This design comes from an exercise in tuning for small area on the open sky130 flow, not from production work.
In this exercise RTL edits were held to simulation tests only and were not proved equivalent to the original.
Power and IR drop assume default switching activity.

==> job 3191: inputs <==
==> flow/design.v <==
`timescale 1ns / 1ps
module topModule(
    input         topCLK,
    input         rst,
    input         switch0,
    input         buttonUp,
    input         buttonDown,
    output        LED_Red,
    output        LED_Red2,
    output        LED_Blue,
    output        LED_Blue2,
    input         Temperature_SDA_in,
    output        Temperature_SDA_out,
    output        Temperature_SDA_oe,
    output        Temperature_SCL,
    output [6:0]  SEG,
    output [7:0]  AN
    );
    reg [8:0] a;
    reg h;
    reg [2:0] m;
    reg [4:0] bhi;
    reg [2:0] sel;
    reg [7:0] q;
    wire ce   = (a == 9'd478);
    wire m4   = (m == 3'd4);
    wire r9   = h & m4;
    wire dec  = ce & r9;
    always @(posedge topCLK) begin
        if (rst) begin
            a <= 9'h1FF;
            h <= 1'b0;
            m <= 3'd0;
            bhi <= 5'h1F;
            sel <= 3'd0;
            q <= 8'd0;
        end else begin
            a <= ce ? 9'h1FF : {a[7:0], a[8] ^ a[4]};
            if (ce) begin
                m <= m4 ? 3'd0 : m + 3'd1;
                if (m4)
                    h <= ~h;
            end
            if (dec) begin
                bhi <= (bhi == 5'd2) ? 5'h1F : {bhi[3:0], bhi[4] ^ bhi[2]};
                if (bhi == 5'd2)
                    sel <= sel + 3'd1;
                q <= (q == 8'd255) ? 8'd200 : q + 8'd1;
            end
        end
    end
    assign Temperature_SCL = ~q[0];
    assign Temperature_SDA_oe = (q < 8'd217) | (q == 8'd235) | (q == 8'd236) | (q >= 8'd253);
    reg sda_o;
    always @* begin
        case (q)
            8'd200: sda_o = ~h;
            8'd201: sda_o = h;
            8'd203: sda_o = ~h;
            8'd204, 8'd205, 8'd206: sda_o = 1'b0;
            8'd207: sda_o = h;
            8'd209: sda_o = ~h;
            8'd210: sda_o = 1'b0;
            8'd211: sda_o = h;
            8'd235, 8'd236: sda_o = 1'b0;
            default: sda_o = 1'b1;
        endcase
    end
    assign Temperature_SDA_out = sda_o;
    reg [7:0] acc;
    wire samp = dec & ~q[0] & ((q[7:4] == 4'hE & q[3:1] != 3'd6) | q == 8'd222);
    always @(posedge topCLK)
        if (samp)
            acc <= {acc[6:0], Temperature_SDA_in};
    reg [7:0] tc;
    always @(posedge topCLK)
        if (rst)
            tc <= 8'd0;
        else if (ce & (q >= 8'd253))
            tc <= acc;
    wire [7:0] c5k = tc / 5;
    wire [2:0] c5m = tc % 5;
    reg [1:0] c5g;
    always @* begin
        case (c5m)
            3'd0, 3'd1: c5g = 2'd0;
            3'd2: c5g = 2'd1;
            3'd3: c5g = 2'd2;
            default: c5g = 2'd3;
        endcase
    end
    wire [7:0] tf = tc + {c5k[5:0], 2'b00} + c5g + 8'd32;
    reg [7:0] vF, vC;
    reg bu_p, bd_p, db;
    wire [7:0] tsel = switch0 ? tc : tf;
    wire [7:0] spsel = switch0 ? vC : vF;
    wire up_act = (buttonUp == bu_p) & buttonUp & ~db;
    wire dn_act = (buttonDown == bd_p) & buttonDown & ~db;
    wire [7:0] spnew = dn_act ? spsel - 8'd1 : spsel + 8'd1;
    reg red, blue;
    always @(posedge topCLK) begin
        if (rst) begin
            vF <= 8'd80;
            vC <= 8'd15;
            bu_p <= 1'b0;
            bd_p <= 1'b0;
            db <= 1'b0;
            red <= 1'b0;
            blue <= 1'b0;
        end else begin
            if (up_act | dn_act) begin
                if (switch0) vC <= spnew;
                else vF <= spnew;
            end
            if (buttonDown != bd_p) db <= 1'b0;
            else if (buttonDown & ~db) db <= 1'b1;
            else if (buttonUp != bu_p) db <= 1'b0;
            else if (buttonUp & ~db) db <= 1'b1;
            bu_p <= buttonUp;
            bd_p <= buttonDown;
            red <= spsel > tsel;
            blue <= spsel < tsel;
        end
    end
    assign LED_Red = red;
    assign LED_Red2 = red;
    assign LED_Blue = blue;
    assign LED_Blue2 = blue;
    function [3:0] add3(input [3:0] x);
        add3 = (x >= 4'd5) ? x + 4'd3 : x;
    endfunction
    assign AN = ~(8'd1 << sel);
    wire [7:0] dv = sel[2] ? spsel : tsel;
    wire [3:0] s1 = add3({1'b0, dv[7:5]});
    wire [3:0] s2 = add3({s1[2:0], dv[4]});
    wire [3:0] s3 = add3({s2[2:0], dv[3]});
    wire [3:0] s4 = add3({s3[2:0], dv[2]});
    wire [3:0] s5 = add3({1'b0, s1[3], s2[3], s3[3]});
    wire [3:0] s6 = add3({s4[2:0], dv[1]});
    wire [3:0] s7 = add3({s5[2:0], s4[3]});
    wire [1:0] hun = {s5[3], s7[3]};
    wire [3:0] ones = {s6[2:0], dv[0]};
    wire [3:0] tens = {s7[2:0], s6[3]} + {hun, 1'b0} + {hun, 3'b000};
    wire [3:0] dig = sel[0] ? tens : ones;
    reg [6:0] dseg;
    always @* begin
        case (dig)
            4'd0: dseg = 7'b0000001;
            4'd1: dseg = 7'b1001111;
            4'd2: dseg = 7'b0010010;
            4'd3: dseg = 7'b0000110;
            4'd4: dseg = 7'b1001100;
            4'd5: dseg = 7'b0100100;
            4'd6: dseg = 7'b0100000;
            4'd7: dseg = 7'b0001111;
            4'd8: dseg = 7'b0000000;
            4'd9: dseg = 7'b0000100;
            default: dseg = 7'b1111111;
        endcase
    end
    assign SEG = sel[1] ? dseg : (sel[0] ? 7'b0011100 : (switch0 ? 7'b0110001 : 7'b0111000));
endmodule
==> flow/flow/run.sh <==
#!/bin/bash
# Standard synthesis, then the combinational logic re-mapped with a stronger
# ABC script (flip-flops untouched: same instances, names and cell types),
# then the standard layout from the re-mapped netlist.
set -euo pipefail
W=$(pwd)
R=$W/orfs/results/$FLOW_PLATFORM/topModule/base
LIB=$FLOW_HOME/platforms/$FLOW_PLATFORM/lib/sky130_fd_sc_hd__tt_025C_1v80.lib
YOSYS=$(command -v yosys || echo /OpenROAD-flow-scripts/tools/install/yosys/bin/yosys)

bash standard.sh "$R/1_2_yosys.v" > "$W/std_synth.log" 2>&1
cp "$R/1_2_yosys.v" "$W/std_1_2_yosys.v"

# Rounds of ABC runs (deepsyn with different seeds, then area mapping) in
# parallel, each round starting from the smallest netlist so far; keep the
# smallest.
area_of() { sed -n "s/.*Chip area for module '\\\\$FLOW_TOP': *\([0-9.]*\).*/\1/p" "$1" | head -1; }
MAPA="amap -F 2 -A 8 -C 2000"
MAPB="amap -F 4 -A 16 -C 5000"
cur="$W/std_1_2_yosys.v"
best=""; besta=""
for round in 1 2 3; do
  for j in 1 2 3 4; do
    t="r${round}j$j"
    seed=$(( (round - 1) * 4 + j ))
    map="$MAPA"
    if [[ $round -gt 1 && $((j % 2)) -eq 0 ]]; then map="$MAPB"; fi
    printf 'strash\n&get -n\n&deepsyn -T %s -S %s\n&put\ndch -f\n%s\ntopo\n' "${DEEPSYN_T:-120}" "$seed" "$map" > "$W/reopt_$t.abc"
    sed -e "s#@LIB@#$LIB#g" -e "s#@IN@#$cur#" -e "s#@TOP@#$FLOW_TOP#" \
        -e "s#@ABC@#$W/reopt_$t.abc#" -e "s#@STAT0@#$W/reopt_stat_in_$t.txt#" \
        -e "s#@STAT@#$W/reopt_stat_$t.txt#" -e "s#@OUT@#$W/reopt_$t.v#" \
        "$W/flow/reopt.ys" > "$W/reopt_run_$t.ys"
    "$YOSYS" -l "$W/reopt_$t.log" -q "$W/reopt_run_$t.ys" > /dev/null 2>&1 &
  done
  wait
  for j in 1 2 3 4; do
    t="r${round}j$j"
    a=$(area_of "$W/reopt_stat_$t.txt" || true)
    echo "$t area $a" >> "$W/reopt_choice.txt"
    if [[ -n "$a" ]] && { [[ -z "$besta" ]] || awk "BEGIN{exit !($a < $besta)}"; }; then best=$t; besta=$a; fi
  done
  cur="$W/reopt_$best.v"
done
echo "chosen $best area $besta" >> "$W/reopt_choice.txt"
cp "$W/reopt_$best.v" "$R/1_2_yosys.v"
touch "$R/1_2_yosys.sdc"

# Clock tree: as ORFS's default call, with clkbuf_4 only and without dummy loads.
CTS="-sink_clustering_enable -repair_clock_nets -buf_list sky130_fd_sc_hd__clkbuf_4 -dont_use_dummy_load"
bash standard.sh "BUFFER_PORTS_ARGS=-buffer_cell sky130_fd_sc_hd__buf_1" "CTS_ARGS=$CTS" finish > "$W/std_layout.log" 2>&1
==> flow/flow/reopt.ys <==
# Re-map the combinational logic of the standard synthesis netlist with a
# stronger ABC script. Flip-flops stay as they are (same instances, names
# and cell types); only the gates between them are rebuilt.
read_liberty -ignore_miss_func @LIB@
blackbox *__df* *__edf* *__sdf* *__sedf* *__dl*
read_verilog -defer @IN@
hierarchy -top @TOP@
flatten
opt_clean
tee -o @STAT0@ stat
abc -liberty @LIB@ -script @ABC@ -dont_use *lpflow* -dont_use *probe*
opt_clean -purge
hilomap -singleton -hicell sky130_fd_sc_hd__conb_1 HI -locell sky130_fd_sc_hd__conb_1 LO
splitnets
opt_clean -purge
rename -hide w:*$func$*
tee -o @STAT@ stat -liberty @LIB@
write_verilog -noattr -nohex -nodec @OUT@
==> flow/standard.sh <==
#!/bin/bash
# synth_recipe.tcl (not shown) runs the flow's synth.tcl, then flattens the netlist and writes it again
# the make line also repeats each setting of config.mk as NAME=value (left out here)
make -C /OpenROAD-flow-scripts/flow DESIGN_CONFIG=/design/flow/config.mk WORK_HOME=/design/flow/orfs CLKGATE_MAP_FILE= SYNTH_SCRIPT=/design/flow/synth_recipe.tcl "${@:-finish}"
==> flow/config.mk <==
export PLATFORM = sky130hd
export DESIGN_NAME = topModule
export DESIGN_NICKNAME = topModule
export VERILOG_FILES = /design/flow/design.v
export SDC_FILE = /design/flow/constraint.sdc
export NUM_CORES = 4
export LEC_CHECK = 0
export ABC_AREA = 1
export CAP_MARGIN = 20
export CORE_MARGIN = 2
export CORE_UTILIZATION = 80
export PLACE_DENSITY = 0.9
export SLEW_MARGIN = 20
==> flow/constraint.sdc <==
create_clock -name core_clock -period 20.0 [get_ports {topCLK}]
set_input_delay 4.0000 -clock core_clock [delete_from_list [all_inputs] [get_ports {topCLK}]]
set_output_delay 4.0000 -clock core_clock [all_outputs]
set_load 0.01 [all_outputs]
==> job 6051: changes against job 3191 <==
--- a/flow/flow/run.sh
+++ b/flow/flow/run.sh
@@ -25,7 +25,7 @@
     seed=$(( (round - 1) * 4 + j ))
     map="$MAPA"
     if [[ $round -gt 1 && $((j % 2)) -eq 0 ]]; then map="$MAPB"; fi
-    printf 'strash\n&get -n\n&deepsyn -T %s -S %s\n&put\ndch -f\n%s\ntopo\n' "${DEEPSYN_T:-120}" "$seed" "$map" > "$W/reopt_$t.abc"
+    printf 'strash\n&get -n\n&deepsyn -T %s -S %s\n&put\ndch -f\n%s\ntopo\n' "${DEEPSYN_T:-240}" "$seed" "$map" > "$W/reopt_$t.abc"
     sed -e "s#@LIB@#$LIB#g" -e "s#@IN@#$cur#" -e "s#@TOP@#$FLOW_TOP#" \
         -e "s#@ABC@#$W/reopt_$t.abc#" -e "s#@STAT0@#$W/reopt_stat_in_$t.txt#" \
         -e "s#@STAT@#$W/reopt_stat_$t.txt#" -e "s#@OUT@#$W/reopt_$t.v#" \
Settings changed: CORE_UTILIZATION 80 to 76.
==> job 8211: changes against job 3191 <==
==> flow/flow/run.sh (replaced) <==
#!/bin/bash
# Standard synthesis, then the combinational logic re-mapped with a stronger
# ABC script (flip-flops untouched: same instances, names and cell types),
# then the standard layout from the re-mapped netlist.
set -euo pipefail
W=$(pwd)
R=$W/orfs/results/$FLOW_PLATFORM/topModule/base
LIB=$FLOW_HOME/platforms/$FLOW_PLATFORM/lib/sky130_fd_sc_hd__tt_025C_1v80.lib
YOSYS=$(command -v yosys || echo /OpenROAD-flow-scripts/tools/install/yosys/bin/yosys)

bash standard.sh "$R/1_2_yosys.v" > "$W/std_synth.log" 2>&1
cp "$R/1_2_yosys.v" "$W/std_1_2_yosys.v"

# Several ABC runs with different seeds in parallel; keep the smallest.
SEEDS="1 2 3 4"
for s in $SEEDS; do
  printf 'strash\n&get -n\n&deepsyn -T %s -S %s\n&put\ndch -f\namap\ntopo\n' "${DEEPSYN_T:-150}" "$s" > "$W/reopt_$s.abc"
  sed -e "s#@LIB@#$LIB#g" -e "s#@IN@#$W/std_1_2_yosys.v#" -e "s#@TOP@#$FLOW_TOP#" \
      -e "s#@ABC@#$W/reopt_$s.abc#" -e "s#@STAT0@#$W/reopt_stat_in_$s.txt#" \
      -e "s#@STAT@#$W/reopt_stat_$s.txt#" -e "s#@OUT@#$W/reopt_$s.v#" \
      "$W/flow/reopt.ys" > "$W/reopt_run_$s.ys"
  "$YOSYS" -l "$W/reopt_$s.log" -q "$W/reopt_run_$s.ys" > /dev/null 2>&1 &
done
wait
best=""; besta=""
for s in $SEEDS; do
  a=$(sed -n "s/.*Chip area for module '\\\\$FLOW_TOP': *\([0-9.]*\).*/\1/p" "$W/reopt_stat_$s.txt" | head -1)
  echo "seed $s area $a" >> "$W/reopt_choice.txt"
  if [[ -n "$a" ]] && { [[ -z "$besta" ]] || awk "BEGIN{exit !($a < $besta)}"; }; then best=$s; besta=$a; fi
done
echo "chosen seed $best area $besta" >> "$W/reopt_choice.txt"
cp "$W/reopt_$best.v" "$R/1_2_yosys.v"
touch "$R/1_2_yosys.sdc"

# Clock tree: as ORFS's default call, with clkbuf_8 only and without dummy loads.
CTS="-sink_clustering_enable -repair_clock_nets -buf_list sky130_fd_sc_hd__clkbuf_8 -dont_use_dummy_load"
bash standard.sh "BUFFER_PORTS_ARGS=-buffer_cell sky130_fd_sc_hd__buf_1" "CTS_ARGS=$CTS" finish > "$W/std_layout.log" 2>&1
Settings changed: CORE_UTILIZATION 80 to 40, PLACE_DENSITY 0.9 to not set.
==> summary.txt <==
Std-Cell Rows 34; Avg Inst Size Synth 7.20 sq um; run status timing/DRC/antenna clean; die height 98.2 um; mapped cell area 3550 sq um; Post-Syn Nets 499
# the run above: job 8211

==> summary.txt <==
mapped cell area 3470 sq um; Err [ERROR GPL-0301] Utilization 100.216 % exceeds 100%.; run status aborted with a tool error; Mapped Cells 462; Avg Inst Size Synth 7.50 sq um; Std-Cell Rows 23; Post-Syn Nets 468; Exit stage global placement without I/O (3_1_place_gp_skip_io); die height 69.8 um
# the run above: job 3191

==> summary.txt <==
Avg Inst Size Synth 7.35 sq um; Std-Cell Rows 24; worst path arrival time 9.58 ns; PD cells 57.8 nW/um^2; run status timing/DRC/antenna clean
# the run above: job 6051

==> static timing again, ports no longer ideal <==
In the flow no input, the clock included, has a driving cell. The finished layouts below were timed again as built, in two steps. Step 1 (the two cells are an assumption about what drives the block):
set clk [get_ports {topCLK}]
set_driving_cell -lib_cell sky130_fd_sc_hd__clkbuf_16 $clk
set_driving_cell -lib_cell sky130_fd_sc_hd__buf_2 [delete_from_list [all_inputs] $clk]
Step 2 times the ports against the registers' clock, not the clock port: input delays grow and output delays shrink by t, the midpoint of the rising clock arrivals with the driver on. a / b / c = ideal ports / drivers / drivers and shift; a / b = the first two.
run | t (ns) | setup slack, ns | hold slack, ns | worst slew at a driven data input, ns
job 6051 | 0.416 | 6.420 / 6.384 / 6.384 | 0.433 / 0.433 / 0.433 | 0.03
job 8211 | 0.366 | 6.102 / 6.071 / 6.071 | 0.435 / 0.435 / 0.435 | 0.03
After both steps setup and hold are still met in every run listed. For job 6051, which loses most, drivers alone change the setup slack by -0.036 ns; drivers and shift together by -0.036 ns.
